This design comes from an exercise in tuning for small area and a short achievable clock period on the open sky130 flow, not from production work. The RTL was checked by simulation tests, not by an equivalence proof against the original design. Power is estimated from default activity; no workload was simulated.

## flow/design.v (module list and top-level ports; edited modules follow where they fit)
// module DECODER: 12 lines
// module MUL_UNIT: 306 lines
// module DIV_UNIT: 307 lines
// module LOGIC_UNIT: 12 lines
// module CMP_UNIT: 11 lines
// module SHIFT_UNIT: 12 lines
// module ALU_Top: 82 lines
module ALU_Top #(parameter width = 16 ,
                   Arith_width = width + width ,
                   Logic_width = width,
                   CMP_width   = width,
                   Shift_width = width)(
input wire [width-1:0] A,
input wire [width-1:0] B,
input wire CLK,
input wire RST,
input wire [3:0] ALU_FUN,
output reg  [Arith_width-1:0]  Arith_OUT,
output reg                     Carry_OUT,
output reg                     Arith_Flag,
output reg  [Logic_width-1:0]  Logic_OUT,
output reg                     Logic_Flag,
output reg  [CMP_width-1:0]    CMP_OUT,
output reg                     CMP_Flag,
output reg  [Shift_width-1:0]  Shift_OUT,
output reg                     Shift_Flag
);
  // ...
==> flow/flow/run.sh <==
#!/bin/bash
# Own flow: the standard layout (standard.sh, unchanged synthesis, floorplan, placement, CTS
# and routing) with one setting changed: every input and output port still gets its buffer, but
# the port buffers are sky130_fd_sc_hd__buf_2 instead of the delay-buffer cell
# (clkdlybuf4s50_1) that buffer_ports otherwise picks, which is twice the area and slow.
# make's output goes to flow_make.log here; ORFS keeps each step's log under orfs/logs/.
set -euo pipefail
bash standard.sh "BUFFER_PORTS_ARGS=-buffer_cell sky130_fd_sc_hd__buf_2" finish > flow_make.log 2>&1
test -f out/final.def
==> flow/standard.sh <==
#!/bin/bash
# synth_recipe.tcl (not shown) runs the flow's synth.tcl, then flattens the netlist and writes it again
# the make line also repeats each setting of config.mk as NAME=value (left out here)
make -C /OpenROAD-flow-scripts/flow DESIGN_CONFIG=/design/flow/config.mk WORK_HOME=/design/flow/orfs CLKGATE_MAP_FILE= SYNTH_SCRIPT=/design/flow/synth_recipe.tcl "${@:-finish}"
==> flow/config.mk <==
export PLATFORM = sky130hd
export DESIGN_NAME = ALU_Top
export DESIGN_NICKNAME = ALU_Top
export VERILOG_FILES = /design/flow/design.v
export SDC_FILE = /design/flow/constraint.sdc
export NUM_CORES = 4
export LEC_CHECK = 0
export ABC_AREA = 1
export CAP_MARGIN = 20
export CORE_MARGIN = 2
export CORE_UTILIZATION = 40
export SLEW_MARGIN = 20
==> flow/constraint.sdc <==
create_clock -name core_clock -period 95.0 [get_ports {CLK}]
set_input_delay 19.0000 -clock core_clock [delete_from_list [all_inputs] [get_ports {CLK}]]
set_output_delay 19.0000 -clock core_clock [all_outputs]
set_load 0.01 [all_outputs]
==> parameters.txt, run 1 <==
Parameter                              Value

GRT
  Met1 track utilization from global routing    0.380
  Met2 Resource Use GR    0.406

Worst setup path
  Critical path buffer and inverter count    14
  Cell family with the largest share of critical-path delay    simple AND/OR/NAND/NOR gates
  Worst setup path category    in2reg

Yosys
  Top post-synthesis cells by area    fa_1, nand2_1, xor2_1
  Post-synthesis sequential element count    71
  Gate count of the mapped netlist    2491
  Synth Area in Simple Gates    0.322
  Top-count cell post-synth    nand2_1
  Mapped Avg Cell Area    6.73 um2
  Commonest cells in the netlist    nand2_1, inv_1, nand3_1
  Count of flip-flops with a built-in enable after synthesis    0
  Synth warnings    1
  Post-synth top area cell    fa_1
  Compound-cell area share of the yosys netlist    0.127
  Predominant post-synthesis flop cell    dfrtp_1

Floorplanning
  Floorplan die area    0.0436 mm2
  Die span in y    209 um
  Placeable core region    0.0411 mm2

Clock tree
  CTS tree    done
  Post-CTS Hold Buffers    0
  Number of buffers on the longest clock path    2

Cells and area
  Share of post-route cells with drive strength above 1    0.118
  Number of nets in the layout    2724
  Register area    0.00178 mm2
  Cell Count, Final, Fillers Out    3040
  Multi-input logic portion of the cell area    0.731
  Final instance area    0.0179 mm2

STA
  FMAX    26.1 MHz
  Max-slew violation count    0
  Hold violation total from the final report    0
  Slew at the pin closest to its max-slew limit    0.981 ns
  Min Hold Slack    0.521 ns

Route
  DR vias/cell    5.52
  Post-route DRC violation count    0
  Total iterations of the first detailed-routing run    5

Outcome
  Status  no timing/DRC/antenna violations

Power and ir drop
  Share of total power consumed by net switching    0.534

Placement
  Placed inst area    0.0176 mm2
  Buffers on Ports    108

Worst hold path
  Number of cells on the worst hold path    2
  Hold Crit Class    reg2reg
==> inputs of run 2 (changes only) <==
--- a/flow/design.v
+++ b/flow/design.v
@@ -326,307 +326,420 @@
 assign bor[0] = 1'b0;
 genvar gk;
 generate for (gk = 1; gk < 16; gk = gk + 1) begin : mag
   assign aor[gk] = aor[gk-1] | A[gk-1];
   assign bor[gk] = bor[gk-1] | B[gk-1];
 end endgenerate
 wire [15:0] a = A ^ (aor & {16{A[15]}});
 wire [15:0] b = B ^ (bor & {16{B[15]}});
-wire [15:0] nb = ~b;
+wire [17:0] b3 = {2'b0, b} + {1'b0, b, 1'b0};
+wire [15:0] nb1 = ~b;
+wire [15:0] nb2 = ~{b[14:0], 1'b0};
+wire [17:0] nb3 = ~b3;
 wire [15:0] q;
-wire [0:0] r0, g0_0, t0_0, x0;
-assign r0 = a[15];
-assign g0_0 = r0 & nb[0:0];
-assign t0_0 = r0 | nb[0:0];
-wire hz0 = B[15] ? ((&B[15:1]) & (|B[0:0])) : ~|B[15:1];
-assign q[15] = hz0 & t0_0[0];
-wire [0:0] c0 = {1'b1};
-wire [0:0] m0 = r0 ^ ({1{q[15]}} & (b[0:0] ~^ c0));
-wire [1:0] r1, g1_0, t1_0, x1;
-assign r1 = {m0, a[14]};
-assign g1_0 = r1 & nb[1:0];
-assign t1_0 = r1 | nb[1:0];
-wire G1_0 = g1_0[1] | (t1_0[1] & t1_0[0]);
-wire hz1 = B[15] ? ((&B[15:2]) & (|B[1:0])) : ~|B[15:2];
-assign q[14] = hz1 & G1_0;
-wire [1:0] c1 = {t1_0[0], 1'b1};
-wire [1:0] m1 = r1 ^ ({2{q[14]}} & (b[1:0] ~^ c1));
-wire [2:0] r2, g2_0, t2_0, x2;
-assign r2 = {m1, a[13]};
-assign g2_0 = r2 & nb[2:0];
-assign t2_0 = r2 | nb[2:0];
-wire G2_0 = g2_0[1] | (t2_0[1] & t2_0[0]);
-wire G2_1 = g2_0[2] | (t2_0[2] & G2_0);
-wire hz2 = B[15] ? ((&B[15:3]) & (|B[2:0])) : ~|B[15:3];
-assign q[13] = hz2 & G2_1;
-wire [2:0] c2 = {G2_0, t2_0[0], 1'b1};
-wire [2:0] m2 = r2 ^ ({3{q[13]}} & (b[2:0] ~^ c2));
-wire [3:0] r3, g3_0, t3_0, x3;
-assign r3 = {m2, a[12]};
-assign g3_0 = r3 & nb[3:0];
-assign t3_0 = r3 | nb[3:0];
-wire G3_0 = g3_0[1] | (t3_0[1] & t3_0[0]);
-wire G3_1 = g3_0[2] | (t3_0[2] & G3_0);
-wire G3_2 = g3_0[3] | (t3_0[3] & G3_1);
-wire hz3 = B[15] ? ((&B[15:4]) & (|B[3:0])) : ~|B[15:4];
-assign q[12] = hz3 & G3_2;
-wire [3:0] c3 = {G3_1, G3_0, t3_0[0], 1'b1};
-wire [3:0] m3 = r3 ^ ({4{q[12]}} & (b[3:0] ~^ c3));
-wire [4:0] r4, g4_0, t4_0, x4;
-assign r4 = {m3, a[11]};
-assign g4_0 = r4 & nb[4:0];
-assign t4_0 = r4 | nb[4:0];
-wire G4_0 = g4_0[1] | (t4_0[1] & t4_0[0]);
-wire G4_1 = g4_0[2] | (t4_0[2] & G4_0);
-wire G4_2 = g4_0[3] | (t4_0[3] & G4_1);
-wire G4_3 = g4_0[4] | (t4_0[4] & G4_2);
-wire hz4 = B[15] ? ((&B[15:5]) & (|B[4:0])) : ~|B[15:5];
-assign q[11] = hz4 & G4_3;
-wire [4:0] c4 = {G4_2, G4_1, G4_0, t4_0[0], 1'b1};
-wire [4:0] m4 = r4 ^ ({5{q[11]}} & (b[4:0] ~^ c4));
-wire [5:0] r5, g5_0, t5_0, x5;
-assign r5 = {m4, a[10]};
-assign g5_0 = r5 & nb[5:0];
-assign t5_0 = r5 | nb[5:0];
-wire G5_0 = g5_0[1] | (t5_0[1] & t5_0[0]);
-wire G5_1 = g5_0[2] | (t5_0[2] & G5_0);
-wire G5_2 = g5_0[3] | (t5_0[3] & G5_1);
-wire G5_3 = g5_0[4] | (t5_0[4] & G5_2);
-wire G5_4 = g5_0[5] | (t5_0[5] & G5_3);
-wire hz5 = B[15] ? ((&B[15:6]) & (|B[5:0])) : ~|B[15:6];
-assign q[10] = hz5 & G5_4;
-wire [5:0] c5 = {G5_3, G5_2, G5_1, G5_0, t5_0[0], 1'b1};
-wire [5:0] m5 = r5 ^ ({6{q[10]}} & (b[5:0] ~^ c5));
-wire [6:0] r6, g6_0, t6_0, x6;
-assign r6 = {m5, a[9]};
-assign g6_0 = r6 & nb[6:0];
-assign t6_0 = r6 | nb[6:0];
-wire G6_0 = g6_0[1] | (t6_0[1] & t6_0[0]);
-wire G6_1 = g6_0[2] | (t6_0[2] & G6_0);
-wire G6_2 = g6_0[3] | (t6_0[3] & G6_1);
-wire G6_3 = g6_0[4] | (t6_0[4] & G6_2);
-wire G6_4 = g6_0[5] | (t6_0[5] & G6_3);
-wire G6_5 = g6_0[6] | (t6_0[6] & G6_4);
-wire hz6 = B[15] ? ((&B[15:7]) & (|B[6:0])) : ~|B[15:7];
-assign q[9] = hz6 & G6_5;
-wire [6:0] c6 = {G6_4, G6_3, G6_2, G6_1, G6_0, t6_0[0], 1'b1};
-wire [6:0] m6 = r6 ^ ({7{q[9]}} & (b[6:0] ~^ c6));
-wire [7:0] r7, g7_0, t7_0, x7;
-assign r7 = {m6, a[8]};
-assign g7_0 = r7 & nb[7:0];
-assign t7_0 = r7 | nb[7:0];
-wire G7_0 = g7_0[1] | (t7_0[1] & t7_0[0]);
-wire G7_1 = g7_0[2] | (t7_0[2] & G7_0);
-wire G7_2 = g7_0[3] | (t7_0[3] & G7_1);
-wire G7_3 = g7_0[4] | (t7_0[4] & G7_2);
-wire G7_4 = g7_0[5] | (t7_0[5] & G7_3);
-wire G7_5 = g7_0[6] | (t7_0[6] & G7_4);
-wire G7_6 = g7_0[7] | (t7_0[7] & G7_5);
-wire hz7 = B[15] ? ((&B[15:8]) & (|B[7:0])) : ~|B[15:8];
-assign q[8] = hz7 & G7_6;
-wire [7:0] c7 = {G7_5, G7_4, G7_3, G7_2, G7_1, G7_0, t7_0[0], 1'b1};
-wire [7:0] m7 = r7 ^ ({8{q[8]}} & (b[7:0] ~^ c7));
-wire [8:0] r8, g8_0, t8_0, x8;
-assign r8 = {m7, a[7]};
-assign g8_0 = r8 & nb[8:0];
-assign t8_0 = r8 | nb[8:0];
-wire G8_0 = g8_0[1] | (t8_0[1] & t8_0[0]);
-wire G8_1 = g8_0[2] | (t8_0[2] & G8_0);
-wire G8_2 = g8_0[3] | (t8_0[3] & G8_1);
-wire G8_3 = g8_0[4] | (t8_0[4] & G8_2);
-wire G8_4 = g8_0[5] | (t8_0[5] & G8_3);
-wire G8_5 = g8_0[6] | (t8_0[6] & G8_4);
-wire G8_6 = g8_0[7] | (t8_0[7] & G8_5);
-wire G8_7 = g8_0[8] | (t8_0[8] & G8_6);
-wire hz8 = B[15] ? ((&B[15:9]) & (|B[8:0])) : ~|B[15:9];
-assign q[7] = hz8 & G8_7;
-wire [8:0] c8 = {G8_6, G8_5, G8_4, G8_3, G8_2, G8_1, G8_0, t8_0[0], 1'b1};
-wire [8:0] m8 = r8 ^ ({9{q[7]}} & (b[8:0] ~^ c8));
-wire [9:0] r9, g9_0, t9_0, x9;
-assign r9 = {m8, a[6]};
-assign g9_0 = r9 & nb[9:0];
-assign t9_0 = r9 | nb[9:0];
-wire G9_0 = g9_0[1] | (t9_0[1] & t9_0[0]);
-wire G9_1 = g9_0[2] | (t9_0[2] & G9_0);
-wire G9_2 = g9_0[3] | (t9_0[3] & G9_1);
-wire G9_3 = g9_0[4] | (t9_0[4] & G9_2);
-wire G9_4 = g9_0[5] | (t9_0[5] & G9_3);
-wire G9_5 = g9_0[6] | (t9_0[6] & G9_4);
-wire G9_6 = g9_0[7] | (t9_0[7] & G9_5);
-wire G9_7 = g9_0[8] | (t9_0[8] & G9_6);
-wire G9_8 = g9_0[9] | (t9_0[9] & G9_7);
-wire hz9 = B[15] ? ((&B[15:10]) & (|B[9:0])) : ~|B[15:10];
-assign q[6] = hz9 & G9_8;
-wire [9:0] c9 = {G9_7, G9_6, G9_5, G9_4, G9_3, G9_2, G9_1, G9_0, t9_0[0], 1'b1};
-wire [9:0] m9 = r9 ^ ({10{q[6]}} & (b[9:0] ~^ c9));
-wire [10:0] r10, g10_0, t10_0, x10;
-assign r10 = {m9, a[5]};
-assign g10_0 = r10 & nb[10:0];
-assign t10_0 = r10 | nb[10:0];
-wire G10_0 = g10_0[1] | (t10_0[1] & t10_0[0]);
-wire G10_1 = g10_0[2] | (t10_0[2] & G10_0);
-wire G10_2 = g10_0[3] | (t10_0[3] & G10_1);
-wire G10_3 = g10_0[4] | (t10_0[4] & G10_2);
-wire G10_4 = g10_0[5] | (t10_0[5] & G10_3);
-wire G10_5 = g10_0[6] | (t10_0[6] & G10_4);
-wire G10_6 = g10_0[7] | (t10_0[7] & G10_5);
-wire G10_7 = g10_0[8] | (t10_0[8] & G10_6);
-wire G10_8 = g10_0[9] | (t10_0[9] & G10_7);
-wire G10_9 = g10_0[10] | (t10_0[10] & G10_8);
-wire hz10 = B[15] ? ((&B[15:11]) & (|B[10:0])) : ~|B[15:11];
-assign q[5] = hz10 & G10_9;
-wire [10:0] c10 = {G10_8, G10_7, G10_6, G10_5, G10_4, G10_3, G10_2, G10_1, G10_0, t10_0[0], 1'b1};
-wire [10:0] m10 = r10 ^ ({11{q[5]}} & (b[10:0] ~^ c10));
-wire [11:0] r11, g11_0, t11_0, x11;
-assign r11 = {m10, a[4]};
-assign g11_0 = r11 & nb[11:0];
-assign t11_0 = r11 | nb[11:0];
-wire G11_0 = g11_0[1] | (t11_0[1] & t11_0[0]);
-wire G11_1 = g11_0[2] | (t11_0[2] & G11_0);
-wire G11_2 = g11_0[3] | (t11_0[3] & G11_1);
-wire G11_3 = g11_0[4] | (t11_0[4] & G11_2);
-wire G11_4 = g11_0[5] | (t11_0[5] & G11_3);
-wire G11_5 = g11_0[6] | (t11_0[6] & G11_4);
-wire G11_6 = g11_0[7] | (t11_0[7] & G11_5);
-wire G11_7 = g11_0[8] | (t11_0[8] & G11_6);
-wire G11_8 = g11_0[9] | (t11_0[9] & G11_7);
-wire G11_9 = g11_0[10] | (t11_0[10] & G11_8);
-wire G11_10 = g11_0[11] | (t11_0[11] & G11_9);
-wire hz11 = B[15] ? ((&B[15:12]) & (|B[11:0])) : ~|B[15:12];
-assign q[4] = hz11 & G11_10;
-wire [11:0] c11 = {G11_9, G11_8, G11_7, G11_6, G11_5, G11_4, G11_3, G11_2, G11_1, G11_0, t11_0[0], 1'b1};
-wire [11:0] m11 = r11 ^ ({12{q[4]}} & (b[11:0] ~^ c11));
-wire [12:0] r12, g12_0, t12_0, x12;
-assign r12 = {m11, a[3]};
-assign g12_0 = r12 & nb[12:0];
-assign t12_0 = r12 | nb[12:0];
-wire G12_0 = g12_0[1] | (t12_0[1] & t12_0[0]);
-wire G12_1 = g12_0[2] | (t12_0[2] & G12_0);
-wire G12_2 = g12_0[3] | (t12_0[3] & G12_1);
-wire G12_3 = g12_0[4] | (t12_0[4] & G12_2);
-wire G12_4 = g12_0[5] | (t12_0[5] & G12_3);
-wire G12_5 = g12_0[6] | (t12_0[6] & G12_4);
-wire G12_6 = g12_0[7] | (t12_0[7] & G12_5);
-wire G12_7 = g12_0[8] | (t12_0[8] & G12_6);
-wire G12_8 = g12_0[9] | (t12_0[9] & G12_7);
-wire G12_9 = g12_0[10] | (t12_0[10] & G12_8);
-wire G12_10 = g12_0[11] | (t12_0[11] & G12_9);
-wire G12_11 = g12_0[12] | (t12_0[12] & G12_10);
-wire hz12 = B[15] ? ((&B[15:13]) & (|B[12:0])) : ~|B[15:13];
-assign q[3] = hz12 & G12_11;
-wire [12:0] c12 = {G12_10, G12_9, G12_8, G12_7, G12_6, G12_5, G12_4, G12_3, G12_2, G12_1, G12_0, t12_0[0], 1'b1};
-wire [12:0] m12 = r12 ^ ({13{q[3]}} & (b[12:0] ~^ c12));
-wire [13:0] r13, g13_0, t13_0, x13;
-assign r13 = {m12, a[2]};
-assign g13_0 = r13 & nb[13:0];
-assign t13_0 = r13 | nb[13:0];
-wire G13_0 = g13_0[1] | (t13_0[1] & t13_0[0]);
-wire G13_1 = g13_0[2] | (t13_0[2] & G13_0);
-wire G13_2 = g13_0[3] | (t13_0[3] & G13_1);
-wire G13_3 = g13_0[4] | (t13_0[4] & G13_2);
-wire G13_4 = g13_0[5] | (t13_0[5] & G13_3);
-wire G13_5 = g13_0[6] | (t13_0[6] & G13_4);
-wire G13_6 = g13_0[7] | (t13_0[7] & G13_5);
-wire G13_7 = g13_0[8] | (t13_0[8] & G13_6);
-wire G13_8 = g13_0[9] | (t13_0[9] & G13_7);
-wire G13_9 = g13_0[10] | (t13_0[10] & G13_8);
-wire G13_10 = g13_0[11] | (t13_0[11] & G13_9);
-wire G13_11 = g13_0[12] | (t13_0[12] & G13_10);
-wire G13_12 = g13_0[13] | (t13_0[13] & G13_11);
-wire hz13 = B[15] ? ((&B[15:14]) & (|B[13:0])) : ~|B[15:14];
-assign q[2] = hz13 & G13_12;
-wire [13:0] c13 = {G13_11, G13_10, G13_9, G13_8, G13_7, G13_6, G13_5, G13_4, G13_3, G13_2, G13_1, G13_0, t13_0[0], 1'b1};
-wire [13:0] m13 = r13 ^ ({14{q[2]}} & (b[13:0] ~^ c13));
-wire [14:0] r14, g14_0, t14_0, x14;
-assign r14 = {m13, a[1]};
-assign g14_0 = r14 & nb[14:0];
-assign t14_0 = r14 | nb[14:0];
-wire G14_0 = g14_0[1] | (t14_0[1] & t14_0[0]);
-wire G14_1 = g14_0[2] | (t14_0[2] & G14_0);
-wire G14_2 = g14_0[3] | (t14_0[3] & G14_1);
-wire G14_3 = g14_0[4] | (t14_0[4] & G14_2);
-wire G14_4 = g14_0[5] | (t14_0[5] & G14_3);
-wire G14_5 = g14_0[6] | (t14_0[6] & G14_4);
-wire G14_6 = g14_0[7] | (t14_0[7] & G14_5);
-wire G14_7 = g14_0[8] | (t14_0[8] & G14_6);
-wire G14_8 = g14_0[9] | (t14_0[9] & G14_7);
-wire G14_9 = g14_0[10] | (t14_0[10] & G14_8);
-wire G14_10 = g14_0[11] | (t14_0[11] & G14_9);
-wire G14_11 = g14_0[12] | (t14_0[12] & G14_10);
-wire G14_12 = g14_0[13] | (t14_0[13] & G14_11);
-wire G14_13 = g14_0[14] | (t14_0[14] & G14_12);
-wire hz14 = B[15] ? ((&B[15:15]) & (|B[14:0])) : ~|B[15:15];
-assign q[1] = hz14 & G14_13;
-wire [14:0] c14 = {G14_12, G14_11, G14_10, G14_9, G14_8, G14_7, G14_6, G14_5, G14_4, G14_3, G14_2, G14_1, G14_0, t14_0[0], 1'b1};
-wire [14:0] m14 = r14 ^ ({15{q[1]}} & (b[14:0] ~^ c14));
-wire [15:0] r15, g15_0, t15_0, x15;
-assign r15 = {m14, a[0]};
-assign g15_0 = r15 & nb[15:0];
-assign t15_0 = r15 | nb[15:0];
-wire G15_0 = g15_0[1] | (t15_0[1] & t15_0[0]);
-wire G15_1 = g15_0[3] | (t15_0[3] & g15_0[2]);
-wire T15_1 = t15_0[3] & t15_0[2];
-wire G15_2 = g15_0[5] | (t15_0[5] & g15_0[4]);
-wire T15_2 = t15_0[5] & t15_0[4];
-wire G15_3 = g15_0[7] | (t15_0[7] & g15_0[6]);
-wire T15_3 = t15_0[7] & t15_0[6];
-wire G15_4 = g15_0[9] | (t15_0[9] & g15_0[8]);
-wire T15_4 = t15_0[9] & t15_0[8];
-wire G15_5 = g15_0[11] | (t15_0[11] & g15_0[10]);
-wire T15_5 = t15_0[11] & t15_0[10];
-wire G15_6 = g15_0[13] | (t15_0[13] & g15_0[12]);
-wire T15_6 = t15_0[13] & t15_0[12];
-wire G15_7 = g15_0[15] | (t15_0[15] & g15_0[14]);
-wire T15_7 = t15_0[15] & t15_0[14];
-wire G15_8 = g15_0[2] | (t15_0[2] & G15_0);
-wire G15_9 = G15_1 | (T15_1 & G15_0);
-wire G15_10 = g15_0[6] | (t15_0[6] & G15_2);
-wire T15_10 = t15_0[6] & T15_2;
-wire G15_11 = G15_3 | (T15_3 & G15_2);
-wire T15_11 = T15_3 & T15_2;
-wire G15_12 = g15_0[10] | (t15_0[10] & G15_4);
-wire T15_12 = t15_0[10] & T15_4;
-wire G15_13 = G15_5 | (T15_5 & G15_4);
-wire T15_13 = T15_5 & T15_4;
-wire G15_14 = g15_0[14] | (t15_0[14] & G15_6);
-wire T15_14 = t15_0[14] & T15_6;
-wire G15_15 = G15_7 | (T15_7 & G15_6);
-wire T15_15 = T15_7 & T15_6;
-wire G15_16 = g15_0[4] | (t15_0[4] & G15_9);
-wire G15_17 = G15_2 | (T15_2 & G15_9);
-wire G15_18 = G15_10 | (T15_10 & G15_9);
-wire G15_19 = G15_11 | (T15_11 & G15_9);
-wire G15_20 = g15_0[12] | (t15_0[12] & G15_13);
-wire T15_20 = t15_0[12] & T15_13;
-wire G15_21 = G15_6 | (T15_6 & G15_13);
-wire T15_21 = T15_6 & T15_13;
-wire G15_22 = G15_14 | (T15_14 & G15_13);
-wire T15_22 = T15_14 & T15_13;
-wire G15_23 = G15_15 | (T15_15 & G15_13);
-wire T15_23 = T15_15 & T15_13;
-wire G15_24 = g15_0[8] | (t15_0[8] & G15_19);
-wire G15_25 = G15_4 | (T15_4 & G15_19);
-wire G15_26 = G15_12 | (T15_12 & G15_19);
-wire G15_27 = G15_13 | (T15_13 & G15_19);
-wire G15_28 = G15_20 | (T15_20 & G15_19);
-wire G15_29 = G15_21 | (T15_21 & G15_19);
-wire G15_30 = G15_22 | (T15_22 & G15_19);
-wire G15_31 = G15_23 | (T15_23 & G15_19);
-assign q[0] = 1'b1 & G15_31;
+wire [1:0] p0 = {a[15], a[14]};
+wire f1_0 = ~|b[15:2];
+wire f2_0 = ~|b[15:1];
+wire f3_0 = ~((b[15]) | (b[14] & ~b[15]) | (b[13] & ~b[15] & ~b[14]) | (b[12] & ~b[15] & ~b[14] & ~b[13]) | (b[11] & ~b[15] & ~b[14] & ~b[13] & ~b[12]) | (b[10] & ~b[15] & ~b[14] & ~b[13] & ~b[12] & ~b[11]) | (b[9] & ~b[15] & ~b[14] & ~b[13] & ~b[12] & ~b[11] & ~b[10]) | (b[8] & ~b[15] & ~b[14] & ~b[13] & ~b[12] & ~b[11] & ~b[10] & ~b[9]) | (b[7] & ~b[15] & ~b[14] & ~b[13] & ~b[12] & ~b[11] & ~b[10] & ~b[9] & ~b[8]) | (b[6] & ~b[15] & ~b[14] & ~b[13] & ~b[12] & ~b[11] & ~b[10] & ~b[9] & ~b[8] & ~b[7]) | (b[5] & ~b[15] & ~b[14] & ~b[13] & ~b[12] & ~b[11] & ~b[10] & ~b[9] & ~b[8] & ~b[7] & ~b[6]) | (b[4] & ~b[15] & ~b[14] & ~b[13] & ~b[12] & ~b[11] & ~b[10] & ~b[9] & ~b[8] & ~b[7] & ~b[6] & ~b[5]) | (b[3] & ~b[15] & ~b[14] & ~b[13] & ~b[12] & ~b[11] & ~b[10] & ~b[9] & ~b[8] & ~b[7] & ~b[6] & ~b[5] & ~b[4]) | (b[2] & ~b[15] & ~b[14] & ~b[13] & ~b[12] & ~b[11] & ~b[10] & ~b[9] & ~b[8] & ~b[7] & ~b[6] & ~b[5] & ~b[4] & ~b[3]) | (b[1] & ~b[15] & ~b[14] & ~b[13] & ~b[12] & ~b[11] & ~b[10] & ~b[9] & ~b[8] & ~b[7] & ~b[6] & ~b[5] & ~b[4] & ~b[3] & ~b[2]));
+wire [1:0] s0ag = p0 & nb1[1:0];
+wire [1:0] s0at = p0 | nb1[1:0];
+wire s0aG0 = s0ag[1] | (s0at[1] & s0at[0]);
+wire [1:0] s0bg = p0 & nb2[1:0];
+wire [1:0] s0bt = p0 | nb2[1:0];
+wire s0bG0 = s0bg[1] | (s0bt[1] & s0bt[0]);
+wire [1:0] s0cg = p0 & nb3[1:0];
+wire [1:0] s0ct = p0 | nb3[1:0];
+wire s0cG0 = s0cg[1] | (s0ct[1] & s0ct[0]);
+wire ge1_0 = f1_0 & s0aG0;
+wire ge2_0 = f2_0 & s0bG0;
+wire ge3_0 = f3_0 & s0cG0;
+assign q[15] = ge2_0;
+assign q[14] = ge3_0 | (ge1_0 & ~ge2_0);
+wire sl1_0 = ge1_0 & ~ge2_0;
+wire sl2_0 = ge2_0 & ~ge3_0;
+wire sl3_0 = ge3_0;
+wire [1:0] cc1_0 = {s0at[0], 1'b1};
+wire [1:0] cc2_0 = {s0bt[0], 1'b1};
+wire [1:0] cc3_0 = {s0ct[0], 1'b1};
+wire [1:0] e1_0 = b[1:0] ~^ cc1_0;
+wire [1:0] b2l_0 = {b[0:0], 1'b0};
+wire [1:0] e2_0 = b2l_0 ~^ cc2_0;
+wire [1:0] e3_0 = b3[1:0] ~^ cc3_0;
+wire [1:0] r0 = p0 ^ (({2{sl1_0}} & e1_0) | ({2{sl2_0}} & e2_0) | ({2{sl3_0}} & e3_0));
+wire [3:0] p1 = {r0, a[13], a[12]};
+wire f1_1 = ~|b[15:4];
+wire f2_1 = ~|b[15:3];
+wire f3_1 = ~((b[15]) | (b[14] & ~b[15]) | (b[13] & ~b[15] & ~b[14]) | (b[12] & ~b[15] & ~b[14] & ~b[13]) | (b[11] & ~b[15] & ~b[14] & ~b[13] & ~b[12]) | (b[10] & ~b[15] & ~b[14] & ~b[13] & ~b[12] & ~b[11]) | (b[9] & ~b[15] & ~b[14] & ~b[13] & ~b[12] & ~b[11] & ~b[10]) | (b[8] & ~b[15] & ~b[14] & ~b[13] & ~b[12] & ~b[11] & ~b[10] & ~b[9]) | (b[7] & ~b[15] & ~b[14] & ~b[13] & ~b[12] & ~b[11] & ~b[10] & ~b[9] & ~b[8]) | (b[6] & ~b[15] & ~b[14] & ~b[13] & ~b[12] & ~b[11] & ~b[10] & ~b[9] & ~b[8] & ~b[7]) | (b[5] & ~b[15] & ~b[14] & ~b[13] & ~b[12] & ~b[11] & ~b[10] & ~b[9] & ~b[8] & ~b[7] & ~b[6]) | (b[4] & ~b[15] & ~b[14] & ~b[13] & ~b[12] & ~b[11] & ~b[10] & ~b[9] & ~b[8] & ~b[7] & ~b[6] & ~b[5]) | (b[3] & ~b[15] & ~b[14] & ~b[13] & ~b[12] & ~b[11] & ~b[10] & ~b[9] & ~b[8] & ~b[7] & ~b[6] & ~b[5] & ~b[4]) | (b[1] & ~b[15] & ~b[14] & ~b[13] & ~b[12] & ~b[11] & ~b[10] & ~b[9] & ~b[8] & ~b[7] & ~b[6] & ~b[5] & ~b[4] & ~b[3] & b[2]));
+wire [3:0] s1ag = p1 & nb1[3:0];
+wire [3:0] s1at = p1 | nb1[3:0];
+wire s1aG0 = s1ag[1] | (s1at[1] & s1at[0]);
+wire s1aG1 = s1ag[2] | (s1at[2] & s1aG0);
+wire s1aG2 = s1ag[3] | (s1at[3] & s1aG1);
+wire [3:0] s1bg = p1 & nb2[3:0];
+wire [3:0] s1bt = p1 | nb2[3:0];
+wire s1bG0 = s1bg[1] | (s1bt[1] & s1bt[0]);
+wire s1bG1 = s1bg[2] | (s1bt[2] & s1bG0);
+wire s1bG2 = s1bg[3] | (s1bt[3] & s1bG1);
+wire [3:0] s1cg = p1 & nb3[3:0];
+wire [3:0] s1ct = p1 | nb3[3:0];
+wire s1cG0 = s1cg[1] | (s1ct[1] & s1ct[0]);
+wire s1cG1 = s1cg[2] | (s1ct[2] & s1cG0);
+wire s1cG2 = s1cg[3] | (s1ct[3] & s1cG1);
+wire ge1_1 = f1_1 & s1aG2;
+wire ge2_1 = f2_1 & s1bG2;
+wire ge3_1 = f3_1 & s1cG2;
+assign q[13] = ge2_1;
+assign q[12] = ge3_1 | (ge1_1 & ~ge2_1);
+wire sl1_1 = ge1_1 & ~ge2_1;
+wire sl2_1 = ge2_1 & ~ge3_1;
+wire sl3_1 = ge3_1;
+wire [3:0] cc1_1 = {s1aG1, s1aG0, s1at[0], 1'b1};
+wire [3:0] cc2_1 = {s1bG1, s1bG0, s1bt[0], 1'b1};
+wire [3:0] cc3_1 = {s1cG1, s1cG0, s1ct[0], 1'b1};
+wire [3:0] e1_1 = b[3:0] ~^ cc1_1;
+wire [3:0] b2l_1 = {b[2:0], 1'b0};
+wire [3:0] e2_1 = b2l_1 ~^ cc2_1;
+wire [3:0] e3_1 = b3[3:0] ~^ cc3_1;
+wire [3:0] r1 = p1 ^ (({4{sl1_1}} & e1_1) | ({4{sl2_1}} & e2_1) | ({4{sl3_1}} & e3_1));
+wire [5:0] p2 = {r1, a[11], a[10]};
+wire f1_2 = ~|b[15:6];
+wire f2_2 = ~|b[15:5];
+wire f3_2 = ~((b[15]) | (b[14] & ~b[15]) | (b[13] & ~b[15] & ~b[14]) | (b[12] & ~b[15] & ~b[14] & ~b[13]) | (b[11] & ~b[15] & ~b[14] & ~b[13] & ~b[12]) | (b[10] & ~b[15] & ~b[14] & ~b[13] & ~b[12] & ~b[11]) | (b[9] & ~b[15] & ~b[14] & ~b[13] & ~b[12] & ~b[11] & ~b[10]) | (b[8] & ~b[15] & ~b[14] & ~b[13] & ~b[12] & ~b[11] & ~b[10] & ~b[9]) | (b[7] & ~b[15] & ~b[14] & ~b[13] & ~b[12] & ~b[11] & ~b[10] & ~b[9] & ~b[8]) | (b[6] & ~b[15] & ~b[14] & ~b[13] & ~b[12] & ~b[11] & ~b[10] & ~b[9] & ~b[8] & ~b[7]) | (b[5] & ~b[15] & ~b[14] & ~b[13] & ~b[12] & ~b[11] & ~b[10] & ~b[9] & ~b[8] & ~b[7] & ~b[6]) | (b[3] & ~b[15] & ~b[14] & ~b[13] & ~b[12] & ~b[11] & ~b[10] & ~b[9] & ~b[8] & ~b[7] & ~b[6] & ~b[5] & b[4]) | (b[1] & ~b[15] & ~b[14] & ~b[13] & ~b[12] & ~b[11] & ~b[10] & ~b[9] & ~b[8] & ~b[7] & ~b[6] & ~b[5] & b[4] & ~b[3] & b[2]));
+wire [5:0] s2ag = p2 & nb1[5:0];
+wire [5:0] s2at = p2 | nb1[5:0];
+wire s2aG0 = s2ag[1] | (s2at[1] & s2at[0]);
+wire s2aG1 = s2ag[2] | (s2at[2] & s2aG0);
+wire s2aG2 = s2ag[3] | (s2at[3] & s2aG1);
+wire s2aG3 = s2ag[4] | (s2at[4] & s2aG2);
+wire s2aG4 = s2ag[5] | (s2at[5] & s2aG3);
+wire [5:0] s2bg = p2 & nb2[5:0];
+wire [5:0] s2bt = p2 | nb2[5:0];
+wire s2bG0 = s2bg[1] | (s2bt[1] & s2bt[0]);
+wire s2bG1 = s2bg[2] | (s2bt[2] & s2bG0);
+wire s2bG2 = s2bg[3] | (s2bt[3] & s2bG1);
+wire s2bG3 = s2bg[4] | (s2bt[4] & s2bG2);
+wire s2bG4 = s2bg[5] | (s2bt[5] & s2bG3);
+wire [5:0] s2cg = p2 & nb3[5:0];
+wire [5:0] s2ct = p2 | nb3[5:0];
+wire s2cG0 = s2cg[1] | (s2ct[1] & s2ct[0]);
+wire s2cG1 = s2cg[2] | (s2ct[2] & s2cG0);
+wire s2cG2 = s2cg[3] | (s2ct[3] & s2cG1);
+wire s2cG3 = s2cg[4] | (s2ct[4] & s2cG2);
+wire s2cG4 = s2cg[5] | (s2ct[5] & s2cG3);
+wire ge1_2 = f1_2 & s2aG4;
+wire ge2_2 = f2_2 & s2bG4;
+wire ge3_2 = f3_2 & s2cG4;
+assign q[11] = ge2_2;
+assign q[10] = ge3_2 | (ge1_2 & ~ge2_2);
+wire sl1_2 = ge1_2 & ~ge2_2;
+wire sl2_2 = ge2_2 & ~ge3_2;
+wire sl3_2 = ge3_2;
+wire [5:0] cc1_2 = {s2aG3, s2aG2, s2aG1, s2aG0, s2at[0], 1'b1};
+wire [5:0] cc2_2 = {s2bG3, s2bG2, s2bG1, s2bG0, s2bt[0], 1'b1};
+wire [5:0] cc3_2 = {s2cG3, s2cG2, s2cG1, s2cG0, s2ct[0], 1'b1};
+wire [5:0] e1_2 = b[5:0] ~^ cc1_2;
+wire [5:0] b2l_2 = {b[4:0], 1'b0};
+wire [5:0] e2_2 = b2l_2 ~^ cc2_2;
+wire [5:0] e3_2 = b3[5:0] ~^ cc3_2;
+wire [5:0] r2 = p2 ^ (({6{sl1_2}} & e1_2) | ({6{sl2_2}} & e2_2) | ({6{sl3_2}} & e3_2));
+wire [7:0] p3 = {r2, a[9], a[8]};
+wire f1_3 = ~|b[15:8];
+wire f2_3 = ~|b[15:7];
+wire f3_3 = ~((b[15]) | (b[14] & ~b[15]) | (b[13] & ~b[15] & ~b[14]) | (b[12] & ~b[15] & ~b[14] & ~b[13]) | (b[11] & ~b[15] & ~b[14] & ~b[13] & ~b[12]) | (b[10] & ~b[15] & ~b[14] & ~b[13] & ~b[12] & ~b[11]) | (b[9] & ~b[15] & ~b[14] & ~b[13] & ~b[12] & ~b[11] & ~b[10]) | (b[8] & ~b[15] & ~b[14] & ~b[13] & ~b[12] & ~b[11] & ~b[10] & ~b[9]) | (b[7] & ~b[15] & ~b[14] & ~b[13] & ~b[12] & ~b[11] & ~b[10] & ~b[9] & ~b[8]) | (b[5] & ~b[15] & ~b[14] & ~b[13] & ~b[12] & ~b[11] & ~b[10] & ~b[9] & ~b[8] & ~b[7] & b[6]) | (b[3] & ~b[15] & ~b[14] & ~b[13] & ~b[12] & ~b[11] & ~b[10] & ~b[9] & ~b[8] & ~b[7] & b[6] & ~b[5] & b[4]) | (b[1] & ~b[15] & ~b[14] & ~b[13] & ~b[12] & ~b[11] & ~b[10] & ~b[9] & ~b[8] & ~b[7] & b[6] & ~b[5] & b[4] & ~b[3] & b[2]));
+wire [7:0] s3ag = p3 & nb1[7:0];
+wire [7:0] s3at = p3 | nb1[7:0];
+wire s3aG0 = s3ag[1] | (s3at[1] & s3at[0]);
+wire s3aG1 = s3ag[2] | (s3at[2] & s3aG0);
+wire s3aG2 = s3ag[3] | (s3at[3] & s3aG1);
+wire s3aG3 = s3ag[4] | (s3at[4] & s3aG2);
+wire s3aG4 = s3ag[5] | (s3at[5] & s3aG3);
+wire s3aG5 = s3ag[6] | (s3at[6] & s3aG4);
+wire s3aG6 = s3ag[7] | (s3at[7] & s3aG5);
+wire [7:0] s3bg = p3 & nb2[7:0];
+wire [7:0] s3bt = p3 | nb2[7:0];
+wire s3bG0 = s3bg[1] | (s3bt[1] & s3bt[0]);
+wire s3bG1 = s3bg[2] | (s3bt[2] & s3bG0);
+wire s3bG2 = s3bg[3] | (s3bt[3] & s3bG1);
+wire s3bG3 = s3bg[4] | (s3bt[4] & s3bG2);
+wire s3bG4 = s3bg[5] | (s3bt[5] & s3bG3);
+wire s3bG5 = s3bg[6] | (s3bt[6] & s3bG4);
+wire s3bG6 = s3bg[7] | (s3bt[7] & s3bG5);
+wire [7:0] s3cg = p3 & nb3[7:0];
+wire [7:0] s3ct = p3 | nb3[7:0];
+wire s3cG0 = s3cg[1] | (s3ct[1] & s3ct[0]);
+wire s3cG1 = s3cg[2] | (s3ct[2] & s3cG0);
+wire s3cG2 = s3cg[3] | (s3ct[3] & s3cG1);
+wire s3cG3 = s3cg[4] | (s3ct[4] & s3cG2);
+wire s3cG4 = s3cg[5] | (s3ct[5] & s3cG3);
+wire s3cG5 = s3cg[6] | (s3ct[6] & s3cG4);
+wire s3cG6 = s3cg[7] | (s3ct[7] & s3cG5);
+wire ge1_3 = f1_3 & s3aG6;
+wire ge2_3 = f2_3 & s3bG6;
+wire ge3_3 = f3_3 & s3cG6;
+assign q[9] = ge2_3;
+assign q[8] = ge3_3 | (ge1_3 & ~ge2_3);
+wire sl1_3 = ge1_3 & ~ge2_3;
+wire sl2_3 = ge2_3 & ~ge3_3;
+wire sl3_3 = ge3_3;
+wire [7:0] cc1_3 = {s3aG5, s3aG4, s3aG3, s3aG2, s3aG1, s3aG0, s3at[0], 1'b1};
+wire [7:0] cc2_3 = {s3bG5, s3bG4, s3bG3, s3bG2, s3bG1, s3bG0, s3bt[0], 1'b1};
+wire [7:0] cc3_3 = {s3cG5, s3cG4, s3cG3, s3cG2, s3cG1, s3cG0, s3ct[0], 1'b1};
+wire [7:0] e1_3 = b[7:0] ~^ cc1_3;
+wire [7:0] b2l_3 = {b[6:0], 1'b0};
+wire [7:0] e2_3 = b2l_3 ~^ cc2_3;
+wire [7:0] e3_3 = b3[7:0] ~^ cc3_3;
+wire [7:0] r3 = p3 ^ (({8{sl1_3}} & e1_3) | ({8{sl2_3}} & e2_3) | ({8{sl3_3}} & e3_3));
+wire [9:0] p4 = {r3, a[7], a[6]};
+wire f1_4 = ~|b[15:10];
+wire f2_4 = ~|b[15:9];
+wire f3_4 = ~((b[15]) | (b[14] & ~b[15]) | (b[13] & ~b[15] & ~b[14]) | (b[12] & ~b[15] & ~b[14] & ~b[13]) | (b[11] & ~b[15] & ~b[14] & ~b[13] & ~b[12]) | (b[10] & ~b[15] & ~b[14] & ~b[13] & ~b[12] & ~b[11]) | (b[9] & ~b[15] & ~b[14] & ~b[13] & ~b[12] & ~b[11] & ~b[10]) | (b[7] & ~b[15] & ~b[14] & ~b[13] & ~b[12] & ~b[11] & ~b[10] & ~b[9] & b[8]) | (b[5] & ~b[15] & ~b[14] & ~b[13] & ~b[12] & ~b[11] & ~b[10] & ~b[9] & b[8] & ~b[7] & b[6]) | (b[3] & ~b[15] & ~b[14] & ~b[13] & ~b[12] & ~b[11] & ~b[10] & ~b[9] & b[8] & ~b[7] & b[6] & ~b[5] & b[4]) | (b[1] & ~b[15] & ~b[14] & ~b[13] & ~b[12] & ~b[11] & ~b[10] & ~b[9] & b[8] & ~b[7] & b[6] & ~b[5] & b[4] & ~b[3] & b[2]));
+wire [9:0] s4ag = p4 & nb1[9:0];
+wire [9:0] s4at = p4 | nb1[9:0];
+wire s4aG0 = s4ag[1] | (s4at[1] & s4at[0]);
+wire s4aG1 = s4ag[2] | (s4at[2] & s4aG0);
+wire s4aG2 = s4ag[3] | (s4at[3] & s4aG1);
+wire s4aG3 = s4ag[4] | (s4at[4] & s4aG2);
+wire s4aG4 = s4ag[5] | (s4at[5] & s4aG3);
+wire s4aG5 = s4ag[6] | (s4at[6] & s4aG4);
+wire s4aG6 = s4ag[7] | (s4at[7] & s4aG5);
+wire s4aG7 = s4ag[8] | (s4at[8] & s4aG6);
+wire s4aG8 = s4ag[9] | (s4at[9] & s4aG7);
+wire [9:0] s4bg = p4 & nb2[9:0];
+wire [9:0] s4bt = p4 | nb2[9:0];
+wire s4bG0 = s4bg[1] | (s4bt[1] & s4bt[0]);
+wire s4bG1 = s4bg[2] | (s4bt[2] & s4bG0);
+wire s4bG2 = s4bg[3] | (s4bt[3] & s4bG1);
+wire s4bG3 = s4bg[4] | (s4bt[4] & s4bG2);
+wire s4bG4 = s4bg[5] | (s4bt[5] & s4bG3);
+wire s4bG5 = s4bg[6] | (s4bt[6] & s4bG4);
+wire s4bG6 = s4bg[7] | (s4bt[7] & s4bG5);
+wire s4bG7 = s4bg[8] | (s4bt[8] & s4bG6);
+wire s4bG8 = s4bg[9] | (s4bt[9] & s4bG7);
+wire [9:0] s4cg = p4 & nb3[9:0];
+wire [9:0] s4ct = p4 | nb3[9:0];
+wire s4cG0 = s4cg[1] | (s4ct[1] & s4ct[0]);
+wire s4cG1 = s4cg[2] | (s4ct[2] & s4cG0);
+wire s4cG2 = s4cg[3] | (s4ct[3] & s4cG1);
+wire s4cG3 = s4cg[4] | (s4ct[4] & s4cG2);
+wire s4cG4 = s4cg[5] | (s4ct[5] & s4cG3);
+wire s4cG5 = s4cg[6] | (s4ct[6] & s4cG4);
+wire s4cG6 = s4cg[7] | (s4ct[7] & s4cG5);
+wire s4cG7 = s4cg[8] | (s4ct[8] & s4cG6);
+wire s4cG8 = s4cg[9] | (s4ct[9] & s4cG7);
+wire ge1_4 = f1_4 & s4aG8;
+wire ge2_4 = f2_4 & s4bG8;
+wire ge3_4 = f3_4 & s4cG8;
+assign q[7] = ge2_4;
+assign q[6] = ge3_4 | (ge1_4 & ~ge2_4);
+wire sl1_4 = ge1_4 & ~ge2_4;
+wire sl2_4 = ge2_4 & ~ge3_4;
+wire sl3_4 = ge3_4;
+wire [9:0] cc1_4 = {s4aG7, s4aG6, s4aG5, s4aG4, s4aG3, s4aG2, s4aG1, s4aG0, s4at[0], 1'b1};
+wire [9:0] cc2_4 = {s4bG7, s4bG6, s4bG5, s4bG4, s4bG3, s4bG2, s4bG1, s4bG0, s4bt[0], 1'b1};
+wire [9:0] cc3_4 = {s4cG7, s4cG6, s4cG5, s4cG4, s4cG3, s4cG2, s4cG1, s4cG0, s4ct[0], 1'b1};
+wire [9:0] e1_4 = b[9:0] ~^ cc1_4;
+wire [9:0] b2l_4 = {b[8:0], 1'b0};
+wire [9:0] e2_4 = b2l_4 ~^ cc2_4;
+wire [9:0] e3_4 = b3[9:0] ~^ cc3_4;
+wire [9:0] r4 = p4 ^ (({10{sl1_4}} & e1_4) | ({10{sl2_4}} & e2_4) | ({10{sl3_4}} & e3_4));
+wire [11:0] p5 = {r4, a[5], a[4]};
+wire f1_5 = ~|b[15:12];
+wire f2_5 = ~|b[15:11];
+wire f3_5 = ~((b[15]) | (b[14] & ~b[15]) | (b[13] & ~b[15] & ~b[14]) | (b[12] & ~b[15] & ~b[14] & ~b[13]) | (b[11] & ~b[15] & ~b[14] & ~b[13] & ~b[12]) | (b[9] & ~b[15] & ~b[14] & ~b[13] & ~b[12] & ~b[11] & b[10]) | (b[7] & ~b[15] & ~b[14] & ~b[13] & ~b[12] & ~b[11] & b[10] & ~b[9] & b[8]) | (b[5] & ~b[15] & ~b[14] & ~b[13] & ~b[12] & ~b[11] & b[10] & ~b[9] & b[8] & ~b[7] & b[6]) | (b[3] & ~b[15] & ~b[14] & ~b[13] & ~b[12] & ~b[11] & b[10] & ~b[9] & b[8] & ~b[7] & b[6] & ~b[5] & b[4]) | (b[1] & ~b[15] & ~b[14] & ~b[13] & ~b[12] & ~b[11] & b[10] & ~b[9] & b[8] & ~b[7] & b[6] & ~b[5] & b[4] & ~b[3] & b[2]));
+wire [11:0] s5ag = p5 & nb1[11:0];
+wire [11:0] s5at = p5 | nb1[11:0];
+wire s5aG0 = s5ag[1] | (s5at[1] & s5at[0]);
+wire s5aG1 = s5ag[2] | (s5at[2] & s5aG0);
+wire s5aG2 = s5ag[3] | (s5at[3] & s5aG1);
+wire s5aG3 = s5ag[4] | (s5at[4] & s5aG2);
+wire s5aG4 = s5ag[5] | (s5at[5] & s5aG3);
+wire s5aG5 = s5ag[6] | (s5at[6] & s5aG4);
+wire s5aG6 = s5ag[7] | (s5at[7] & s5aG5);
+wire s5aG7 = s5ag[8] | (s5at[8] & s5aG6);
+wire s5aG8 = s5ag[9] | (s5at[9] & s5aG7);
+wire s5aG9 = s5ag[10] | (s5at[10] & s5aG8);
+wire s5aG10 = s5ag[11] | (s5at[11] & s5aG9);
+wire [11:0] s5bg = p5 & nb2[11:0];
+wire [11:0] s5bt = p5 | nb2[11:0];
+wire s5bG0 = s5bg[1] | (s5bt[1] & s5bt[0]);
+wire s5bG1 = s5bg[2] | (s5bt[2] & s5bG0);
+wire s5bG2 = s5bg[3] | (s5bt[3] & s5bG1);
+wire s5bG3 = s5bg[4] | (s5bt[4] & s5bG2);
+wire s5bG4 = s5bg[5] | (s5bt[5] & s5bG3);
+wire s5bG5 = s5bg[6] | (s5bt[6] & s5bG4);
+wire s5bG6 = s5bg[7] | (s5bt[7] & s5bG5);
+wire s5bG7 = s5bg[8] | (s5bt[8] & s5bG6);
+wire s5bG8 = s5bg[9] | (s5bt[9] & s5bG7);
+wire s5bG9 = s5bg[10] | (s5bt[10] & s5bG8);
+wire s5bG10 = s5bg[11] | (s5bt[11] & s5bG9);
+wire [11:0] s5cg = p5 & nb3[11:0];
+wire [11:0] s5ct = p5 | nb3[11:0];
+wire s5cG0 = s5cg[1] | (s5ct[1] & s5ct[0]);
+wire s5cG1 = s5cg[2] | (s5ct[2] & s5cG0);
+wire s5cG2 = s5cg[3] | (s5ct[3] & s5cG1);
+wire s5cG3 = s5cg[4] | (s5ct[4] & s5cG2);
+wire s5cG4 = s5cg[5] | (s5ct[5] & s5cG3);
+wire s5cG5 = s5cg[6] | (s5ct[6] & s5cG4);
+wire s5cG6 = s5cg[7] | (s5ct[7] & s5cG5);
+wire s5cG7 = s5cg[8] | (s5ct[8] & s5cG6);
+wire s5cG8 = s5cg[9] | (s5ct[9] & s5cG7);
+wire s5cG9 = s5cg[10] | (s5ct[10] & s5cG8);
+wire s5cG10 = s5cg[11] | (s5ct[11] & s5cG9);
+wire ge1_5 = f1_5 & s5aG10;
+wire ge2_5 = f2_5 & s5bG10;
+wire ge3_5 = f3_5 & s5cG10;
+assign q[5] = ge2_5;
+assign q[4] = ge3_5 | (ge1_5 & ~ge2_5);
+wire sl1_5 = ge1_5 & ~ge2_5;
+wire sl2_5 = ge2_5 & ~ge3_5;
+wire sl3_5 = ge3_5;
+wire [11:0] cc1_5 = {s5aG9, s5aG8, s5aG7, s5aG6, s5aG5, s5aG4, s5aG3, s5aG2, s5aG1, s5aG0, s5at[0], 1'b1};
+wire [11:0] cc2_5 = {s5bG9, s5bG8, s5bG7, s5bG6, s5bG5, s5bG4, s5bG3, s5bG2, s5bG1, s5bG0, s5bt[0], 1'b1};
+wire [11:0] cc3_5 = {s5cG9, s5cG8, s5cG7, s5cG6, s5cG5, s5cG4, s5cG3, s5cG2, s5cG1, s5cG0, s5ct[0], 1'b1};
+wire [11:0] e1_5 = b[11:0] ~^ cc1_5;
+wire [11:0] b2l_5 = {b[10:0], 1'b0};
+wire [11:0] e2_5 = b2l_5 ~^ cc2_5;
+wire [11:0] e3_5 = b3[11:0] ~^ cc3_5;
+wire [11:0] r5 = p5 ^ (({12{sl1_5}} & e1_5) | ({12{sl2_5}} & e2_5) | ({12{sl3_5}} & e3_5));
+wire [13:0] p6 = {r5, a[3], a[2]};
+wire f1_6 = ~|b[15:14];
+wire f2_6 = ~|b[15:13];
+wire f3_6 = ~((b[15]) | (b[14] & ~b[15]) | (b[13] & ~b[15] & ~b[14]) | (b[11] & ~b[15] & ~b[14] & ~b[13] & b[12]) | (b[9] & ~b[15] & ~b[14] & ~b[13] & b[12] & ~b[11] & b[10]) | (b[7] & ~b[15] & ~b[14] & ~b[13] & b[12] & ~b[11] & b[10] & ~b[9] & b[8]) | (b[5] & ~b[15] & ~b[14] & ~b[13] & b[12] & ~b[11] & b[10] & ~b[9] & b[8] & ~b[7] & b[6]) | (b[3] & ~b[15] & ~b[14] & ~b[13] & b[12] & ~b[11] & b[10] & ~b[9] & b[8] & ~b[7] & b[6] & ~b[5] & b[4]) | (b[1] & ~b[15] & ~b[14] & ~b[13] & b[12] & ~b[11] & b[10] & ~b[9] & b[8] & ~b[7] & b[6] & ~b[5] & b[4] & ~b[3] & b[2]));
+wire [13:0] s6ag = p6 & nb1[13:0];
+wire [13:0] s6at = p6 | nb1[13:0];
+wire s6aG0 = s6ag[1] | (s6at[1] & s6at[0]);
+wire s6aG1 = s6ag[2] | (s6at[2] & s6aG0);
+wire s6aG2 = s6ag[3] | (s6at[3] & s6aG1);
+wire s6aG3 = s6ag[4] | (s6at[4] & s6aG2);
+wire s6aG4 = s6ag[5] | (s6at[5] & s6aG3);
+wire s6aG5 = s6ag[6] | (s6at[6] & s6aG4);
+wire s6aG6 = s6ag[7] | (s6at[7] & s6aG5);
+wire s6aG7 = s6ag[8] | (s6at[8] & s6aG6);
+wire s6aG8 = s6ag[9] | (s6at[9] & s6aG7);
+wire s6aG9 = s6ag[10] | (s6at[10] & s6aG8);
+wire s6aG10 = s6ag[11] | (s6at[11] & s6aG9);
+wire s6aG11 = s6ag[12] | (s6at[12] & s6aG10);
+wire s6aG12 = s6ag[13] | (s6at[13] & s6aG11);
+wire [13:0] s6bg = p6 & nb2[13:0];
+wire [13:0] s6bt = p6 | nb2[13:0];
+wire s6bG0 = s6bg[1] | (s6bt[1] & s6bt[0]);
+wire s6bG1 = s6bg[2] | (s6bt[2] & s6bG0);
+wire s6bG2 = s6bg[3] | (s6bt[3] & s6bG1);
+wire s6bG3 = s6bg[4] | (s6bt[4] & s6bG2);
+wire s6bG4 = s6bg[5] | (s6bt[5] & s6bG3);
+wire s6bG5 = s6bg[6] | (s6bt[6] & s6bG4);
+wire s6bG6 = s6bg[7] | (s6bt[7] & s6bG5);
+wire s6bG7 = s6bg[8] | (s6bt[8] & s6bG6);
+wire s6bG8 = s6bg[9] | (s6bt[9] & s6bG7);
+wire s6bG9 = s6bg[10] | (s6bt[10] & s6bG8);
+wire s6bG10 = s6bg[11] | (s6bt[11] & s6bG9);
+wire s6bG11 = s6bg[12] | (s6bt[12] & s6bG10);
+wire s6bG12 = s6bg[13] | (s6bt[13] & s6bG11);
+wire [13:0] s6cg = p6 & nb3[13:0];
+wire [13:0] s6ct = p6 | nb3[13:0];
+wire s6cG0 = s6cg[1] | (s6ct[1] & s6ct[0]);
+wire s6cG1 = s6cg[2] | (s6ct[2] & s6cG0);
+wire s6cG2 = s6cg[3] | (s6ct[3] & s6cG1);
+wire s6cG3 = s6cg[4] | (s6ct[4] & s6cG2);
+wire s6cG4 = s6cg[5] | (s6ct[5] & s6cG3);
+wire s6cG5 = s6cg[6] | (s6ct[6] & s6cG4);
+wire s6cG6 = s6cg[7] | (s6ct[7] & s6cG5);
+wire s6cG7 = s6cg[8] | (s6ct[8] & s6cG6);
+wire s6cG8 = s6cg[9] | (s6ct[9] & s6cG7);
+wire s6cG9 = s6cg[10] | (s6ct[10] & s6cG8);
+wire s6cG10 = s6cg[11] | (s6ct[11] & s6cG9);
+wire s6cG11 = s6cg[12] | (s6ct[12] & s6cG10);
+wire s6cG12 = s6cg[13] | (s6ct[13] & s6cG11);
+wire ge1_6 = f1_6 & s6aG12;
+wire ge2_6 = f2_6 & s6bG12;
+wire ge3_6 = f3_6 & s6cG12;
+assign q[3] = ge2_6;
+assign q[2] = ge3_6 | (ge1_6 & ~ge2_6);
+wire sl1_6 = ge1_6 & ~ge2_6;
+wire sl2_6 = ge2_6 & ~ge3_6;
+wire sl3_6 = ge3_6;
+wire [13:0] cc1_6 = {s6aG11, s6aG10, s6aG9, s6aG8, s6aG7, s6aG6, s6aG5, s6aG4, s6aG3, s6aG2, s6aG1, s6aG0, s6at[0], 1'b1};
+wire [13:0] cc2_6 = {s6bG11, s6bG10, s6bG9, s6bG8, s6bG7, s6bG6, s6bG5, s6bG4, s6bG3, s6bG2, s6bG1, s6bG0, s6bt[0], 1'b1};
+wire [13:0] cc3_6 = {s6cG11, s6cG10, s6cG9, s6cG8, s6cG7, s6cG6, s6cG5, s6cG4, s6cG3, s6cG2, s6cG1, s6cG0, s6ct[0], 1'b1};
+wire [13:0] e1_6 = b[13:0] ~^ cc1_6;
+wire [13:0] b2l_6 = {b[12:0], 1'b0};
+wire [13:0] e2_6 = b2l_6 ~^ cc2_6;
+wire [13:0] e3_6 = b3[13:0] ~^ cc3_6;
+wire [13:0] r6 = p6 ^ (({14{sl1_6}} & e1_6) | ({14{sl2_6}} & e2_6) | ({14{sl3_6}} & e3_6));
+wire [15:0] p7 = {r6, a[1], a[0]};
+wire f1_7 = 1'b1;
+wire f2_7 = ~|b[15:15];
+wire f3_7 = ~((b[15]) | (b[13] & ~b[15] & b[14]) | (b[11] & ~b[15] & b[14] & ~b[13] & b[12]) | (b[9] & ~b[15] & b[14] & ~b[13] & b[12] & ~b[11] & b[10]) | (b[7] & ~b[15] & b[14] & ~b[13] & b[12] & ~b[11] & b[10] & ~b[9] & b[8]) | (b[5] & ~b[15] & b[14] & ~b[13] & b[12] & ~b[11] & b[10] & ~b[9] & b[8] & ~b[7] & b[6]) | (b[3] & ~b[15] & b[14] & ~b[13] & b[12] & ~b[11] & b[10] & ~b[9] & b[8] & ~b[7] & b[6] & ~b[5] & b[4]) | (b[1] & ~b[15] & b[14] & ~b[13] & b[12] & ~b[11] & b[10] & ~b[9] & b[8] & ~b[7] & b[6] & ~b[5] & b[4] & ~b[3] & b[2]));
+wire [15:0] s7ag = p7 & nb1[15:0];
+wire [15:0] s7at = p7 | nb1[15:0];
+wire s7aG0 = s7ag[1] | (s7at[1] & s7at[0]);
+wire s7aG1 = s7ag[2] | (s7at[2] & s7aG0);
+wire s7aG2 = s7ag[3] | (s7at[3] & s7aG1);
+wire s7aG3 = s7ag[4] | (s7at[4] & s7aG2);
+wire s7aG4 = s7ag[5] | (s7at[5] & s7aG3);
+wire s7aG5 = s7ag[6] | (s7at[6] & s7aG4);
+wire s7aG6 = s7ag[7] | (s7at[7] & s7aG5);
+wire s7aG7 = s7ag[8] | (s7at[8] & s7aG6);
+wire s7aG8 = s7ag[9] | (s7at[9] & s7aG7);
+wire s7aG9 = s7ag[10] | (s7at[10] & s7aG8);
+wire s7aG10 = s7ag[11] | (s7at[11] & s7aG9);
+wire s7aG11 = s7ag[12] | (s7at[12] & s7aG10);
+wire s7aG12 = s7ag[13] | (s7at[13] & s7aG11);
+wire s7aG13 = s7ag[14] | (s7at[14] & s7aG12);
+wire s7aG14 = s7ag[15] | (s7at[15] & s7aG13);
+wire [15:0] s7bg = p7 & nb2[15:0];
+wire [15:0] s7bt = p7 | nb2[15:0];
+wire s7bG0 = s7bg[1] | (s7bt[1] & s7bt[0]);
+wire s7bG1 = s7bg[2] | (s7bt[2] & s7bG0);
+wire s7bG2 = s7bg[3] | (s7bt[3] & s7bG1);
+wire s7bG3 = s7bg[4] | (s7bt[4] & s7bG2);
+wire s7bG4 = s7bg[5] | (s7bt[5] & s7bG3);
+wire s7bG5 = s7bg[6] | (s7bt[6] & s7bG4);
+wire s7bG6 = s7bg[7] | (s7bt[7] & s7bG5);
+wire s7bG7 = s7bg[8] | (s7bt[8] & s7bG6);
+wire s7bG8 = s7bg[9] | (s7bt[9] & s7bG7);
+wire s7bG9 = s7bg[10] | (s7bt[10] & s7bG8);
+wire s7bG10 = s7bg[11] | (s7bt[11] & s7bG9);
+wire s7bG11 = s7bg[12] | (s7bt[12] & s7bG10);
+wire s7bG12 = s7bg[13] | (s7bt[13] & s7bG11);
+wire s7bG13 = s7bg[14] | (s7bt[14] & s7bG12);
+wire s7bG14 = s7bg[15] | (s7bt[15] & s7bG13);
+wire [15:0] s7cg = p7 & nb3[15:0];
+wire [15:0] s7ct = p7 | nb3[15:0];
+wire s7cG0 = s7cg[1] | (s7ct[1] & s7ct[0]);
+wire s7cG1 = s7cg[2] | (s7ct[2] & s7cG0);
+wire s7cG2 = s7cg[3] | (s7ct[3] & s7cG1);
+wire s7cG3 = s7cg[4] | (s7ct[4] & s7cG2);
+wire s7cG4 = s7cg[5] | (s7ct[5] & s7cG3);
+wire s7cG5 = s7cg[6] | (s7ct[6] & s7cG4);
+wire s7cG6 = s7cg[7] | (s7ct[7] & s7cG5);
+wire s7cG7 = s7cg[8] | (s7ct[8] & s7cG6);
+wire s7cG8 = s7cg[9] | (s7ct[9] & s7cG7);
+wire s7cG9 = s7cg[10] | (s7ct[10] & s7cG8);
+wire s7cG10 = s7cg[11] | (s7ct[11] & s7cG9);
+wire s7cG11 = s7cg[12] | (s7ct[12] & s7cG10);
+wire s7cG12 = s7cg[13] | (s7ct[13] & s7cG11);
+wire s7cG13 = s7cg[14] | (s7ct[14] & s7cG12);
+wire s7cG14 = s7cg[15] | (s7ct[15] & s7cG13);
+wire ge1_7 = f1_7 & s7aG14;
+wire ge2_7 = f2_7 & s7bG14;
+wire ge3_7 = f3_7 & s7cG14;
+assign q[1] = ge2_7;
+assign q[0] = ge3_7 | (ge1_7 & ~ge2_7);
 wire        bz  = ~|B;
 wire        neg = A[15] ^ B[15];
 wire [16:0] qq  = {1'b0, q & {16{~bz}}};
 wire [16:0] qor;
 assign qor[0] = 1'b0;
 assign qor[1] = 1'b0;
 generate for (gk = 2; gk < 17; gk = gk + 1) begin : qmag
   assign qor[gk] = qor[gk-1] | qq[gk-1];
 end endgenerate
-assign Q = qq ^ ({16'b0, 1'b0} | ({17{neg}} & (qor | {{16{qq[0]}}, 1'b0})));
+assign Q = qq ^ ({17{neg}} & (qor | {{16{qq[0]}}, 1'b0}));
 endmodule
 module LOGIC_UNIT(
 input  wire [15:0] A,
 input  wire [15:0] B,
 input  wire [1:0]  ALU_FUN,
 input  wire        En,
 output wire [15:0] Y
 );
==> flow/run.sh (new file) <==
#!/bin/bash
# synth_recipe.tcl (not shown) runs the flow's synth.tcl, then flattens the netlist and writes it again
# the make line also repeats each setting of config.mk as NAME=value (left out here)
make -C /OpenROAD-flow-scripts/flow DESIGN_CONFIG=/design/flow/config.mk WORK_HOME=/design/flow/orfs CLKGATE_MAP_FILE= SYNTH_SCRIPT=/design/flow/synth_recipe.tcl finish
removed: flow/flow/run.sh
removed: flow/standard.sh
==> run 2 against run 1 <==
Compared with the run above:
- combinational power increased by 63%
- non-clock buffer count increased by 24
- clock power increased by 5%
- fmax increased by 10%
- design area increased by 18%
- hold slack improved by 0.0081 ns
- routed wire length increased by 28%
- clock skew unchanged
- register-to-register slack about the same
- critical path depth decreased by 51
- sequential share of layout area decreased by 1.6 points
- worst setup slack improved by 3.6 ns
- still clean on timing, DRC and antenna
==> parameters.txt, run 2 <==
Parameter                              Value

Route
  Highest metal layer with signal wires    met5
  First DRT Iteration DRCs    2397
  Met2 routed wirelength    32700 um
  Total wire length    74100 um
  Remaining antenna violation count after routing    0
  DR vias/cell    5.66 (+2.5%)
  Total iterations of the first detailed-routing run    5 (unchanged)
  Post-route DRC violation count    0 (unchanged)
  Count of vias placed by the detailed router    20500

Clock tree
  Post-CTS Hold Buffers    0 (unchanged)
  Cell at the root of the clock tree    clkbuf_16
  CTS buffer count    9
  CTS tree    done
  Number of buffers on the longest clock path    2 (unchanged)
  Clock Latency Late Sink    0.34 ns

Cells and area
  Most common cell after layout, fill and taps aside    nand2_1
  Register ranked first by flip-flop count    Arith_OUT
  Number of nets in the layout    3232 (+19%)
  Final core utilization    0.442
  Final instance area    0.0212 mm2 (+18%)
  Share of post-route cells with drive strength above 1    0.107 (-0.0103)
  Antenna diode count    0
  Most used cells in the layout excluding fill and tap cells    nand2_1, inv_1, nand3_1, nor2_1, o21ai_0
  Layout area overhead    9.03%

Yosys
  Top-count cell post-synth    nand2_1
  Synth warnings    1 (unchanged)
  Sequential cell area fraction in the yosys report    0.0915
  Post-synthesis sequential element count    71 (unchanged)
  Top post-synthesis cells by area    nand2_1, fa_1, dfrtp_1
  Count of flip-flops with a built-in enable after synthesis    0 (unchanged)
  Mapped Avg Cell Area    6.57 um2 (-2.3%)
  Unique masters post-synth    70
  Gate count of the mapped netlist    2953 (+19%)
  Commonest cells in the netlist    nand2_1, inv_1, nand3_1
  Share of synthesized registers carrying an async set or reset    1.00
  Predominant post-synthesis flop cell    dfrtp_1
  Post-synth top area cell    nand2_1

STA
  Worst rel slew slack    0.282
  FMAX    28.8 MHz (+10%)
  Slew at the pin closest to its max-slew limit    1.07 ns (+0.0928 ns)
  Post-route setup TNS    0 ns
  Post-layout min period    34.68 ns
  Hold violation total from the final report    0 (unchanged)
  Final critical-path share of the clock period    0.365
  RSZ-0062 raised after global routing    false
  Setup-failing EPs final    0
  Max-slew violation count    0 (unchanged)

Floorplanning
  Width of the chip    224 um
  Floorplan die area    0.0503 mm2 (+16%)
  Number of placement rows    80
  Placeable core region    0.0478 mm2 (+16%)
  Boundary Pins    123
  Die span in y    224 um (+7.5%)

Worst setup path
  Worst stage delay on the critical path    0.80 ns
  Worst path most repeated cell    nand2_1
  CP max-delay cell    a221oi_1
  Worst setup path category    in2reg
  Required arrival time at the worst endpoint    95.17 ns

Flow run
  Max cap viols    0

Power and ir drop
  Static Leakage    10.4 nW
  Power density over cell area    23.8 mW/mm2
  VDD IR max    0.0202 mV

Placement
  Buffers on Ports    108 (unchanged)
  HPWL after detailed placement    57800 um
  Placed inst area    0.0208 mm2 (+19%)

GRT
  Remaining global-route overflow    0
  Largest net degree at the start of global routing    72
  GRT Util Overall    0.291
  Number of global-route vias before repair    19500

Worst hold path
  Hold Crit Class    reg2reg

Outcome
  Status  no timing/DRC/antenna violations
[run 2: through the flow]
| step | hold WS [ns] | setup slack, ns | std cells |
|---|---|---|---|
| 2_1_floorplan | 0.529 | 64.82 | 2966 |
| 3_3_place_gp | 0.517 | 60.38 | 3600 |
| 3_5_place_dp | 0.521 | 60.35 | 3600 |
| 4_1_cts | 0.536 | 60.64 | 3616 |
| 5_1_grt | 0.572 | 58.91 | 3616 |
| 6_report | 0.529 | 60.32 | 3616 |
[run 2: path summary, 6_finish.rpt]
check	startpoint	endpoint	slack [ns]	cells after the start
max	B[0]	Arith_OUT[18]	60.32	116
min	Carry_OUT	Carry_OUT	0.53	2
max in group asynchronous	RST	Arith_OUT[0]	75.57	2
min in group asynchronous	RST	Arith_OUT[27]	18.86	2
min reg2reg	Carry_OUT	Carry_OUT	0.53	2
max reg2reg	Carry_OUT	Carry_OUT	94.31	2
[run 2: power by group]
part | internal, mW | switching [mW] | leakage (nW)
clock | 0.0232 | 0.0136 | 0.157
combinational | 0.154 | 0.276 | 9.29
sequential | 0.0347 | 0.00150 | 0.955
[run 2: area by class of cell]
| class | count | area, um2 |
|---|---|---|
| tap | 615 | 769 |
| inverter | 471 | 1790 |
| sequential | 71 | 1780 |
| fill | 5056 | 26700 |
| clock buffer | 9 | 225 |
| clock inverter | 7 | 103 |
| timing repair buffer | 160 | 1460 |
| multi-input combinational | 2283 | 15000 |
[run 2: cells by family after synthesis]
| family | after synthesis | synth area share |
|---|---|---|
| other cells | 1 | 0.000193 |
| simple gates | 1420 | 0.348 |
| compound gates | 429 | 0.137 |
| xor+xnor | 222 | 0.106 |
| flops | 71 | 0.0915 |
| buf+inv | 612 | 0.139 |
| fa+ha+maj | 198 | 0.178 |
[run 2: critical path: cells and delay by family]
family / cells / cell delay, ns
fa+ha+maj: 1 / 0.18
compound gates: 6 / 1.99
xor+xnor: 1 / 0.39
buf+inv: 15 / 2.97
simple gates: 93 / 10.13
[run 2: per-layer routing]
metal,vias to the layer above,global-route usage
met3,147,0.0423
li1,9599,-
met2,992,0.459
met4,2,0.0790
met5,-,0
met1,9711,0.415

port drivers added, routing unchanged:
In the flow no input, the clock included, has a driving cell. The finished layouts below were timed again as built, in two steps. Step 1 assumes that a clkbuf_16 drives the clock port and a buf_2 every other input. Step 2 times the ports against the registers' clock, not the clock port: input delays grow and output delays shrink by t, the midpoint of the rising clock arrivals with the driver on. Three values: ideal, step 1, step 2; two values: the first two.
| run | t, ns | setup slack, ns | worst setup path at the end |
|---|---|---|---|
| run 1 | 0.414 | 56.710 / 56.689 / 56.275 | input to register |
| run 2 | 0.370 | 60.321 / 60.326 / 59.956 | input to register |
After both steps every run listed still meets setup and hold. The setup slack of run 1, which loses most, moves by -0.021 ns with the drivers and by -0.435 ns with both steps.
